This is an optimization exercise on Yosys and OpenROAD, whose aim is small area, a short achievable clock period and few clock cycles, not a production implementation. In this exercise RTL edits were held to simulation tests only and were not proved equivalent to the original. Power and IR drop assume default switching activity.

==> inputs of v11 <==
==> flow/design.v <==
`timescale 1ns / 1ps
module mycpu(
	input clk,
	input rst,
	output write,
	output [7:0] ins_addr,
	input [31:0] data_in,
	output [31:0] data_out,
	input [4:0] index,
	output [31:0] reg_out
    );
localparam TYPE_R    = 6'b000000;
localparam TYPE_ADDI = 6'b001000;
localparam TYPE_ANDI = 6'b001100;
localparam TYPE_ORI  = 6'b001101;
localparam TYPE_LW   = 6'b100011;
localparam TYPE_SW   = 6'b101011;
localparam TYPE_BEQ  = 6'b000100;
localparam TYPE_BNE  = 6'b000101;
localparam TYPE_J    = 6'b000010;
localparam FUNC_ADD  = 6'b100000;
localparam FUNC_SUB  = 6'b100010;
localparam FUNC_AND  = 6'b100100;
localparam FUNC_OR   = 6'b100101;
localparam FUNC_SLT  = 6'b101010;
localparam FUNC_SLL  = 6'b000000;
localparam FUNC_SRL  = 6'b000010;
localparam FUNC_SRA  = 6'b000011;
localparam [1023:0] RST_VAL = {
	480'h0,                             
	32'd9, 32'hffffffff,                
	96'h0,                              
	32'd11, 32'd10, 32'd9, 32'd8,       
	32'd7, 32'd6, 32'd5, 32'd4,         
	32'd3, 32'd2, 32'd5, 32'd1          
};
reg [1023:0] cRegs;    
reg        xwen;       
reg        xlw, xsw, xbeq, xbne, xj;
reg        xadd, xandd, xorr, xslt, xsll, xsrx;  
reg        xsub, xsra;
reg [4:0]  xrd;        
reg [4:0]  xsa;
reg [31:0] xa, xb;     
reg [7:0]  xt;         
reg [7:0]  fpc;        
wire        xmem = xlw | xsw;
wire        eq = (xa == xb);
wire        btaken = (xbeq & eq) | (xbne & ~eq);
wire [7:0]  lsAddr = xa[7:0] + xt;
wire [7:0]  bAddr = fpc + xt;
assign ins_addr = xmem ? lsAddr : xj ? xt : btaken ? bAddr : fpc;
assign write = xsw;
assign data_out = xb;
wire [32:0] sum = {1'b0, xa} + {1'b0, xsub ? ~xb : xb} + {32'd0, xsub};
function [31:0] rev(input [31:0] v);
	integer k;
	for (k = 0; k < 32; k = k + 1) rev[k] = v[31-k];
endfunction
wire [31:0] shin = xsll ? rev(xb) : xb;
wire        fill = xsra & xb[31];
wire [31:0] shr = $signed({fill, shin}) >>> xsa;
wire [31:0] alu = ({32{xadd}} & sum[31:0]) |
                  ({32{xandd}} & (xa & xb)) |
                  ({32{xorr}}  & (xa | xb)) |
                  ({31'd0, xslt & ~sum[32]}) |
                  ({32{xsll}} & rev(shr)) |
                  ({32{xsrx}} & shr);
wire        fetch = ~xmem;
wire [5:0]  op   = data_in[31:26];
wire [4:0]  rs   = data_in[25:21];
wire [4:0]  rt   = data_in[20:16];
wire [4:0]  rd   = data_in[15:11];
wire [5:0]  func = data_in[5:0];
wire        isR  = (op == TYPE_R);
wire        fAdd = isR & (func == FUNC_ADD);
wire        fSub = isR & (func == FUNC_SUB);
wire        fAnd = isR & (func == FUNC_AND);
wire        fOr  = isR & (func == FUNC_OR);
wire        fSlt = isR & (func == FUNC_SLT);
wire        fSll = isR & (func == FUNC_SLL);
wire        fSrl = isR & (func == FUNC_SRL);
wire        fSra = isR & (func == FUNC_SRA);
wire        iAdd = (op == TYPE_ADDI);
wire        iAnd = (op == TYPE_ANDI);
wire        iOr  = (op == TYPE_ORI);
wire        isImm = iAdd | iAnd | iOr;
wire [4:0]  dst  = isR ? rd : rt;
function [31:0] rdsel(input [1023:0] regs, input [4:0] n);
	integer k;
	begin
		rdsel = 32'h0;
		for (k = 0; k < 32; k = k + 1)
			rdsel = rdsel | (regs[32*k +: 32] & {32{n == k}});
	end
endfunction
wire [31:0] rfs = rdsel(cRegs, rs);
wire [31:0] rft = rdsel(cRegs, rt);
wire [31:0] vs = (xwen & (xrd == rs)) ? alu : rfs;
wire [31:0] vt = (xwen & (xrd == rt)) ? alu : rft;
wire [31:0] imm = iAdd ? {{16{data_in[15]}}, data_in[15:0]} :
                         {16'h0000, data_in[15:0]};
wire [7:0]  npc = ins_addr + 8'd1;
wire        go = fetch & ~rst;
always @(posedge clk) begin
	if (rst)
		fpc <= 8'h00;
	else if (fetch)
		fpc <= npc;
	xwen <= go & (fAdd | fSub | fAnd | fOr | fSlt | fSll | fSrl | fSra | isImm);
	xlw  <= go & (op == TYPE_LW);
	xsw  <= go & (op == TYPE_SW);
	xbeq <= go & (op == TYPE_BEQ);
	xbne <= go & (op == TYPE_BNE);
	xj   <= go & (op == TYPE_J);
	xadd <= fAdd | fSub | iAdd;
	xandd <= fAnd | iAnd;
	xorr  <= fOr | iOr;
	xslt <= fSlt;
	xsll <= fSll;
	xsrx <= fSrl | fSra;
	xsub <= fSub | fSlt;
	xsra <= fSra;
	xrd  <= dst;
	xsa  <= data_in[10:6];
	xa   <= vs;
	xb   <= isImm ? imm : vt;
	xt   <= data_in[7:0];
end
wire        rfWe  = xwen | xlw;
wire [31:0] rfVal = xlw ? data_in : alu;
wire [31:0] wz = rst ? 32'h00000000 : rfVal;
wire [31:0] wo = rst ? 32'hffffffff : rfVal;
genvar g, b;
generate
	for (g = 0; g < 32; g = g + 1) begin : regfile
		wire en = rst | (rfWe & (xrd == g));
		for (b = 0; b < 32; b = b + 1) begin : bits
			always @(posedge clk)
				if (en)
					cRegs[32*g + b] <= RST_VAL[32*g + b] ? wo[b] : wz[b];
		end
	end
endgenerate
assign reg_out = rdsel(cRegs, index);
endmodule
==> flow/run.sh <==
#!/bin/bash
# synth_recipe.tcl (not shown) runs the flow's synth.tcl, then flattens the netlist and writes it again
# the make line also repeats each setting of config.mk as NAME=value (left out here)
make -C /OpenROAD-flow-scripts/flow DESIGN_CONFIG=/design/flow/config.mk WORK_HOME=/design/flow/orfs CLKGATE_MAP_FILE= SYNTH_SCRIPT=/design/flow/synth_recipe.tcl finish
==> flow/config.mk <==
export PLATFORM = sky130hd
export DESIGN_NAME = mycpu
export DESIGN_NICKNAME = mycpu
export VERILOG_FILES = /design/flow/design.v
export SDC_FILE = /design/flow/constraint.sdc
export NUM_CORES = 4
export LEC_CHECK = 0
export CAP_MARGIN = 20
export CELL_PAD_IN_SITES_DETAIL_PLACEMENT = 1
export CELL_PAD_IN_SITES_GLOBAL_PLACEMENT = 2
export CORE_MARGIN = 2
export CORE_UTILIZATION = 30
export CTS_BUF_LIST = sky130_fd_sc_hd__clkbuf_8
export PLACE_DENSITY = 0.45
export SETUP_SLACK_MARGIN = 4.3
export SLEW_MARGIN = 20
export TNS_END_PERCENT = 5
==> flow/constraint.sdc <==
create_clock -name core_clock -period 10.0 [get_ports {clk}]
set_input_delay 2.0000 -clock core_clock [delete_from_list [all_inputs] [get_ports {clk}]]
set_output_delay 2.0000 -clock core_clock [all_outputs]
set_load 0.01 [all_outputs]
==> v37: changes against v11 <==
==> flow/flow/run.sh (new file) <==
#!/bin/bash
# Layout flow: the standard flow (standard.sh, standard synthesis
# unchanged), with two changes after synthesis:
#  - after floorplan, rebuild_regout.tcl rebuilds the debug read port
#    (reg_out = register[index]) as a shallow decoder and AND-OR tree;
#  - the port buffers are buf_4 cells, which timing repair can size up
#    (the default delay-cell buffers can only be swapped for other delay cells).
set -euo pipefail
here=$(pwd)
bash standard.sh \
  POST_FLOORPLAN_TCL="$here/flow/rebuild_regout.tcl" \
  BUFFER_PORTS_ARGS="-buffer_cell sky130_fd_sc_hd__buf_4" \
  finish > "$here/standard_flow.log" 2>&1
==> flow/flow/rebuild_regout.tcl (new file) <==
# Rebuild the debug read port (reg_out = register[index]) as a fast tree:
# predecoded index (nand3/nand2 then nor2 per register), a22oi pairs, nand4,
# nor2, nand2. It replaces the logic synthesis made for it, which is left
# without loads and removed.
proc rb_master {name} {
  set m [[ord::get_db] findMaster $name]
  if {$m eq "NULL" || $m eq ""} { error "rebuild: no master $name" }
  return $m
}
proc rb_net {block name} { return [odb::dbNet_create $block $name] }
proc rb_cell {block master name conns} {
  set inst [odb::dbInst_create $block [rb_master sky130_fd_sc_hd__$master] $name]
  foreach {pin net} $conns {
    set it [$inst findITerm $pin]
    if {$it eq "NULL" || $it eq ""} { error "rebuild: $master has no pin $pin" }
    $it connect $net
  }
  return $inst
}
proc rb_qnet {block r b} {
  set n [expr {32 * $r + $b}]
  set net [$block findNet [format {cRegs\[%d\]} $n]]
  if {$net eq "NULL" || $net eq ""} { error "rebuild: no register net cRegs\[$n\]" }
  set drv 0
  foreach it [$net getITerms] {
    if {[$it isOutputSignal] && [[[$it getInst] getMaster] isSequential]} { incr drv }
  }
  if {$drv != 1} { error "rebuild: net cRegs\[$n\] is not driven by one register" }
  return $net
}

proc rb_build {block} {
# index bits and their complements
for {set k 0} {$k < 5} {incr k} {
  set bt [$block findBTerm "index\[$k\]"]
  set ix($k) [$bt getNet]
  set nx($k) [rb_net $block "rbo_nidx_$k"]
  rb_cell $block inv_2 "rbo_inv_$k" [list A $ix($k) Y $nx($k)]
}
# predecode: hn(h) is low when index[4:2] == h, ln(l) low when index[1:0] == l
for {set h 0} {$h < 8} {incr h} {
  set hn($h) [rb_net $block "rbo_hn_$h"]
  set c {}
  foreach k {2 3 4} p {A B C} {
    if {($h >> ($k - 2)) & 1} { lappend c $p $ix($k) } else { lappend c $p $nx($k) }
  }
  lappend c Y $hn($h)
  rb_cell $block nand3_2 "rbo_hd_$h" $c
}
for {set l 0} {$l < 4} {incr l} {
  set ln($l) [rb_net $block "rbo_ln_$l"]
  set c {}
  foreach k {0 1} p {A B} {
    if {($l >> $k) & 1} { lappend c $p $ix($k) } else { lappend c $p $nx($k) }
  }
  lappend c Y $ln($l)
  rb_cell $block nand2_4 "rbo_ld_$l" $c
}
# one-hot register select
for {set r 0} {$r < 32} {incr r} {
  set sel($r) [rb_net $block "rbo_sel_$r"]
  rb_cell $block nor2_4 "rbo_sd_$r" [list A $hn([expr {$r >> 2}]) B $ln([expr {$r & 3}]) Y $sel($r)]
}
# per bit: 16 a22oi, 4 nand4, 2 nor2, 1 nand2
for {set b 0} {$b < 32} {incr b} {
  set bt [$block findBTerm "reg_out\[$b\]"]
  set onet [$bt getNet]
  # detach the old driver
  foreach it [$onet getITerms] {
    if {[$it isOutputSignal]} {
      set dead [rb_net $block "rbo_dead_$b"]
      $it disconnect
      $it connect $dead
    }
  }
  for {set k 0} {$k < 16} {incr k} {
    set pp($k) [rb_net $block "rbo_p_${b}_$k"]
    set r0 [expr {2 * $k}]
    set r1 [expr {2 * $k + 1}]
    rb_cell $block a22oi_1 "rbo_a_${b}_$k" [list A1 [rb_qnet $block $r0 $b] A2 $sel($r0) \
      B1 [rb_qnet $block $r1 $b] B2 $sel($r1) Y $pp($k)]
  }
  for {set j 0} {$j < 4} {incr j} {
    set qq($j) [rb_net $block "rbo_q_${b}_$j"]
    rb_cell $block nand4_1 "rbo_n_${b}_$j" [list A $pp([expr {4*$j}]) B $pp([expr {4*$j+1}]) \
      C $pp([expr {4*$j+2}]) D $pp([expr {4*$j+3}]) Y $qq($j)]
  }
  set o0 [rb_net $block "rbo_o_${b}_0"]
  set o1 [rb_net $block "rbo_o_${b}_1"]
  rb_cell $block nor2_1 "rbo_r_${b}_0" [list A $qq(0) B $qq(1) Y $o0]
  rb_cell $block nor2_1 "rbo_r_${b}_1" [list A $qq(2) B $qq(3) Y $o1]
  rb_cell $block nand2_2 "rbo_f_$b" [list A $o0 B $o1 Y $onet]
}

}
# remove logic left without loads
proc rb_has_load {net} {
  if {$net eq "NULL" || $net eq ""} { return 0 }
  if {[llength [$net getBTerms]] > 0} { return 1 }
  foreach it [$net getITerms] {
    if {[$it isInputSignal]} { return 1 }
  }
  return 0
}
proc rb_sweep {block} {
set removed 0
set changed 1
while {$changed} {
  set changed 0
  foreach inst [$block getInsts] {
    set m [$inst getMaster]
    if {[$m getType] ne "CORE"} { continue }
    if {[$m isSequential]} { continue }
    set outs 0
    set live 0
    foreach it [$inst getITerms] {
      if {[$it isOutputSignal]} {
        incr outs
        if {[rb_has_load [$it getNet]]} { set live 1 }
      }
    }
    if {$outs > 0 && !$live} {
      set nets {}
      foreach it [$inst getITerms] {
        if {[$it isOutputSignal] && [$it getNet] ne "NULL"} { lappend nets [$it getNet] }
      }
      odb::dbInst_destroy $inst
      foreach n $nets {
        if {[llength [$n getITerms]] == 0 && [llength [$n getBTerms]] == 0} { odb::dbNet_destroy $n }
      }
      incr removed
      set changed 1
    }
  }
}
foreach n [$block getNets] {
  if {[$n isSpecial]} { continue }
  if {[llength [$n getITerms]] == 0 && [llength [$n getBTerms]] == 0} { odb::dbNet_destroy $n }
}
return $removed
}
rb_build [ord::get_db_block]
puts "rebuild_regout: removed [rb_sweep [ord::get_db_block]] old cells"
==> flow/standard.sh (new file) <==
#!/bin/bash
# synth_recipe.tcl (not shown) runs the flow's synth.tcl, then flattens the netlist and writes it again
# the make line also repeats each setting of config.mk as NAME=value (left out here)
make -C /OpenROAD-flow-scripts/flow DESIGN_CONFIG=/design/flow/config.mk WORK_HOME=/design/flow/orfs CLKGATE_MAP_FILE= SYNTH_SCRIPT=/design/flow/synth_recipe.tcl "${@:-finish}"
Settings changed: CAP_MARGIN 20 to 10, CORE_UTILIZATION 30 to 36, CTS_BUF_LIST sky130_fd_sc_hd__clkbuf_8 to sky130_fd_sc_hd__clkbuf_16, CTS_CLUSTER_DIAMETER set to 80, CTS_CLUSTER_SIZE set to 24, PLACE_DENSITY 0.45 to 0.5, SLEW_MARGIN 20 to 10.
removed: flow/run.sh
==> summary of the runs <==
v11 ran to the end with no violations. v37 finished with capacitance limit, slew limit left. Utilization: v11 is lower than v37 (5.4 points). Of v37 and v11, v11 has the higher clock power (gap about 13%, measured against v11). Against v11, the global-route usage of v37 is higher by 5.0 points. Flip-flop and latch count is the same in v11 and v37. First-iteration DRC count: v37 is larger than v11 (about 20%). Against v11, the final cell count of v37 is lower by about 9%. Between v37 and v11, the lower power is in v37 (gap about 6%, measured against v11). Sequential power is about the same in v37 and v11. Of v11 and v37, v11 has the higher via count (gap about 1%, measured against v37). Against v11, the combinational power of v37 is smaller by about 7%. Of v11 and v37, v11 has the higher final area (gap about 5%, measured against v37).
Testbench counts of v11, summed over its fixed seeds: cycles 36,345.
Testbench counts of v37, summed over its fixed seeds: cycles 36,345.

re-timing with driven ports:
How much do the figures lean on ideal ports? The routed layouts below were timed once more, with nothing changed but the port constraints.
Step 1 assumes that a clkbuf_16 drives the clock port and a buf_2 every other input.
Step 2 adds t to the input delays and takes it off the output delays; t is the mean of the earliest and latest rising clock arrival at the registers after step 1. Input paths then give back, and output paths get back, about the clock's delay inside the block.
Three values: ideal, step 1, step 2; two values: the first two.
run	t, ns	setup WS [ns]	worst setup path after step 2
v11	1.111	3.764 / 3.730 / 2.745	input to register
v37	0.875	4.115 / 4.093 / 3.528	input to register
For v11, which loses most, drivers alone change the setup slack by -0.034 ns; drivers and shift together by -1.019 ns.
